Background: an optimization exercise with open tools, aiming at small area, a short achievable clock period and few clock cycles. Do not read the settings as production practice. Only simulation tests tie the RTL to the original design; equivalence was not proved. No activity file was given, so power comes from the tool's default toggle rates.

==> flow/design.v <==
module processor (
    input         clk,
    input         rst,
    output [15:0] imem_addr,
    input  [15:0] imem_rdata,
    output [15:0] dmem_addr,
    input  [15:0] dmem_rdata,
    output [15:0] dmem_wdata,
    output        dmem_we
);
    reg  [15:0] rf [0:15];
    reg  [15:0] pc;         
    reg  [15:0] ir;
    reg         dv;         
    reg  [3:0]  ra_a;       
    reg  [3:0]  rb_a;       
    reg         br2;        
    reg         hz;         
    wire [3:0] nop = imem_rdata[15:12];
    wire       n_mem = (nop == 4'h1) | (nop == 4'h2);
    wire       n_ra  = (nop == 4'h4) | (nop == 4'h5) | (nop == 4'h8) |
                       (nop == 4'hB) | (nop == 4'hC) | (nop == 4'hF);
    wire [3:0] n_ra_a = n_ra ? imem_rdata[7:4] : imem_rdata[11:8];
    wire [3:0] n_rb_a = (nop == 4'h2) ? {2'b11, imem_rdata[11:10]} : imem_rdata[3:0];
    reg  [15:0] opa, opb;
    reg         e_cin;
    reg  [1:0]  e_sel;      
    reg  [3:0]  e_sham;
    reg         e_shl, e_fill;
    reg         e_wen, e_ld, e_st;
    reg         e_br, e_bne;    
    reg  [3:0]  e_wd;
    reg  [15:0] maddr;
    wire [15:0] sum   = opa + opb + {15'b0, e_cin};
    wire [15:0] lor   = opa | opb;
    wire [15:0] lnand = ~(opa & opb);
    wire [15:0] sh1 = e_sham[0] ? {e_fill, opa[15:1]} : opa;
    wire [15:0] sh2 = e_sham[1] ? {{2{e_fill}}, sh1[15:2]} : sh1;
    wire [15:0] sh4 = e_sham[2] ? {{4{e_fill}}, sh2[15:4]} : sh2;
    wire [15:0] sh8 = e_sham[3] ? {{8{e_fill}}, sh4[15:8]} : sh4;
    wire [15:0] sh8_rev;
    genvar gi;
    generate for (gi = 0; gi < 16; gi = gi + 1) begin : g_rev
        assign sh8_rev[gi] = sh8[15 - gi];
    end endgenerate
    wire [15:0] shres = e_shl ? sh8_rev : sh8;
    reg  [15:0] alu;
    always @(*) begin
        case (e_sel)
            2'd0: alu = sum;
            2'd1: alu = lor;
            2'd2: alu = lnand;
            default: alu = shres;
        endcase
    end
    wire [15:0] wdata = e_ld ? dmem_rdata : alu;
    always @(posedge clk)
        if (e_wen) rf[e_wd] <= wdata;
    wire [3:0] op = ir[15:12];
    wire [3:0] fd = ir[11:8];
    wire [3:0] fa = ir[7:4];
    wire       dval = dv & ~br2;
    wire [15:0] ra = rf[ra_a];
    wire [15:0] rb = rf[rb_a];
    wire        hza = e_wen & (e_wd == ra_a);
    wire        hzb = e_wen & (e_wd == rb_a);
    wire [15:0] fwa = hza ? wdata : ra;
    wire [15:0] fwb = hzb ? wdata : rb;
    wire d_mem = (op == 4'h1) | (op == 4'h2);
    wire d_br  = (op == 4'h4) | (op == 4'h5);
    wire d_jmp = (op == 4'h3);
    wire d_rr  = (op == 4'h8) | (op == 4'hB) | (op == 4'hC) | (op == 4'hF);
    wire d_zx  = (op == 4'hA) | (op == 4'hE);
    wire d_sub = (op == 4'hC) | (op == 4'hD) | (op == 4'hE);
    wire d_alu = (op == 4'h0) | (op[3] | (op[2] & op[1]));
    wire d_shl = (ir[1:0] == 2'b01);
    wire d_sha = (ir[1:0] == 2'b11);
    wire taken = e_br & ((opa == opb) ^ e_bne);
    wire stall = dval & hz;
    wire go    = dval & ~hz & ~taken;
    wire jump  = dval & d_jmp;    
    wire       d_wen = d_alu | (op == 4'h1);
    wire [3:0] d_wd  = (op == 4'h1) ? {2'b11, fd[3:2]} : fd;
    wire       n_hz  = go & d_wen &
                       n_mem & (d_wd[3:2] == 2'b10) & (imem_rdata[9:8] == d_wd[1:0]);
    reg [15:0] base;
    always @(*) begin
        case (fd[1:0])
            2'd0: base = rf[8];
            2'd1: base = rf[9];
            2'd2: base = rf[10];
            default: base = rf[11];
        endcase
    end
    wire [15:0] sx8 = {{8{ir[7]}}, ir[7:0]};
    wire [15:0] imm = d_zx ? {8'h00, ir[7:0]} : sx8;
    wire [15:0] bsrc = (d_rr | d_br | (op == 4'h2)) ? fwb : imm;
    wire [15:0] fwa_rev;
    generate for (gi = 0; gi < 16; gi = gi + 1) begin : g_rev2
        assign fwa_rev[gi] = fwa[15 - gi];
    end endgenerate
    wire [15:0] pc_next = pc + (jump ? {{4{ir[11]}}, ir[11:0]} : 16'd2);
    always @(posedge clk) begin
        opa    <= (op == 4'h0 && d_shl) ? fwa_rev : fwa;
        opb    <= d_sub ? ~bsrc : bsrc;
        e_cin  <= d_sub;
        e_sel  <= (op == 4'h0) ? 2'd3 :
                  ((op == 4'h6) | (op == 4'hF)) ? 2'd1 :
                  ((op == 4'h7) | (op == 4'hB)) ? 2'd2 : 2'd0;
        e_sham <= fa;
        e_shl  <= d_shl;
        e_fill <= d_sha & fwa[15];
        e_ld   <= (op == 4'h1);
        e_wd   <= d_wd;
        e_bne  <= op[0];
        maddr  <= base + {sx8[14:0], 1'b0};
        if (rst) begin
            pc    <= 16'h0000;
            dv    <= 1'b0;
            br2   <= 1'b0;
            hz    <= 1'b0;
            e_wen <= 1'b0;
            e_st  <= 1'b0;
            e_br  <= 1'b0;
        end else begin
            e_br  <= go & d_br;
            e_wen <= go & d_wen;
            e_st  <= go & (op == 4'h2);
            br2   <= taken;
            hz    <= 1'b0;
            if (br2) begin
                pc <= ra;
                dv <= 1'b0;
            end else begin
                if (!stall) begin
                    hz   <= n_hz;
                    pc   <= pc_next;
                    ir   <= imem_rdata;
                    rb_a <= n_rb_a;
                end
                if (taken) begin
                    hz   <= 1'b0;
                    dv   <= 1'b0;
                    ra_a <= e_wd;
                end else if (!stall) begin
                    dv   <= ~jump;
                    ra_a <= n_ra_a;
                end
            end
        end
    end
    assign imem_addr  = pc;
    assign dmem_addr  = maddr;
    assign dmem_wdata = opb;
    assign dmem_we    = e_st;
endmodule
==> flow/config.mk <==
export PLATFORM = sky130hd
export DESIGN_NAME = processor
export DESIGN_NICKNAME = processor
export VERILOG_FILES = /design/flow/design.v
export SDC_FILE = /design/flow/constraint.sdc
export NUM_CORES = 4
export LEC_CHECK = 0
export CAP_MARGIN = 20
export CORE_MARGIN = 2
export CORE_UTILIZATION = 40
export SLEW_MARGIN = 20
export SETUP_SLACK_MARGIN = 7.7
==> flow/constraint.sdc <==
create_clock -name core_clock -period 11.0 [get_ports {clk}]
set_input_delay 2.2000 -clock core_clock [delete_from_list [all_inputs] [get_ports {clk}]]
set_output_delay 2.2000 -clock core_clock [all_outputs]
set_load 0.01 [all_outputs]
standard.sh (not shown) runs the stock make flow with config.mk's settings and CLKGATE_MAP_FILE= SYNTH_SCRIPT=/design/flow/synth_recipe.tcl, a recipe that flattens the netlist after the stock synthesis.
==> flow/flow/run.sh <==
#!/bin/bash
# Standard ORFS layout (the standard.sh), with repair_timing asked for
# a larger setup margin so that it shortens the critical paths further.
set -euo pipefail
echo "export SETUP_SLACK_MARGIN = 7.7" >> config.mk
bash standard.sh finish > standard_flow.log 2>&1 || { tail -50 standard_flow.log; exit 1; }
tail -5 standard_flow.log
Testbench counts at the start, summed over its fixed seeds: cycles 36,361.
Rerun with:
--- a/flow/flow/run.sh
+++ b/flow/flow/run.sh
@@ -4,3 +4,3 @@
 set -euo pipefail
-echo "export SETUP_SLACK_MARGIN = 7.7" >> config.mk
+echo "export SETUP_SLACK_MARGIN = 8.0" >> config.mk
 bash standard.sh finish > standard_flow.log 2>&1 || { tail -50 standard_flow.log; exit 1; }
--- a/flow/config.mk
+++ b/flow/config.mk
@@ -11,2 +11,2 @@
 export SLEW_MARGIN = 20
-export SETUP_SLACK_MARGIN = 7.7
+export SETUP_SLACK_MARGIN = 8.0
Synthesized cell count is unchanged. Power rises by a few percent. Global-route usage drops by 0.44 points. Hold slack gets better by 0.033 ns.

## afterwards: timing with drivers on the ports
Ports are ideal in the flow. The routed layouts listed here were re-timed in OpenROAD.
Step 1 sets driving cells, clkbuf_16 on the clock port and buf_2 on the other inputs (assumed; they add their load-dependent delay and slew).
Step 2 adds t to the input delays and takes it off the output delays; t is the mean of the earliest and latest rising clock arrival at the registers after step 1. Input paths then give back, and output paths get back, about the clock's delay inside the block.
Slacks: no drivers / after step 1 / after step 2; pairs: no drivers / after step 1.
run | t, ns | setup slack, ns | worst slew at a driven data input, ns | pins driven straight from the clock port
the first run | 0.621 | 7.654 / 7.654 / 7.190 | 0.05 | 1
the second run | 0.625 | 7.728 / 7.669 / 7.371 | 0.06 | 1
After both steps setup and hold are still met in every run listed. The setup slack of the first run, which loses most, moves by 0.000 ns with the drivers and by -0.464 ns with both steps.
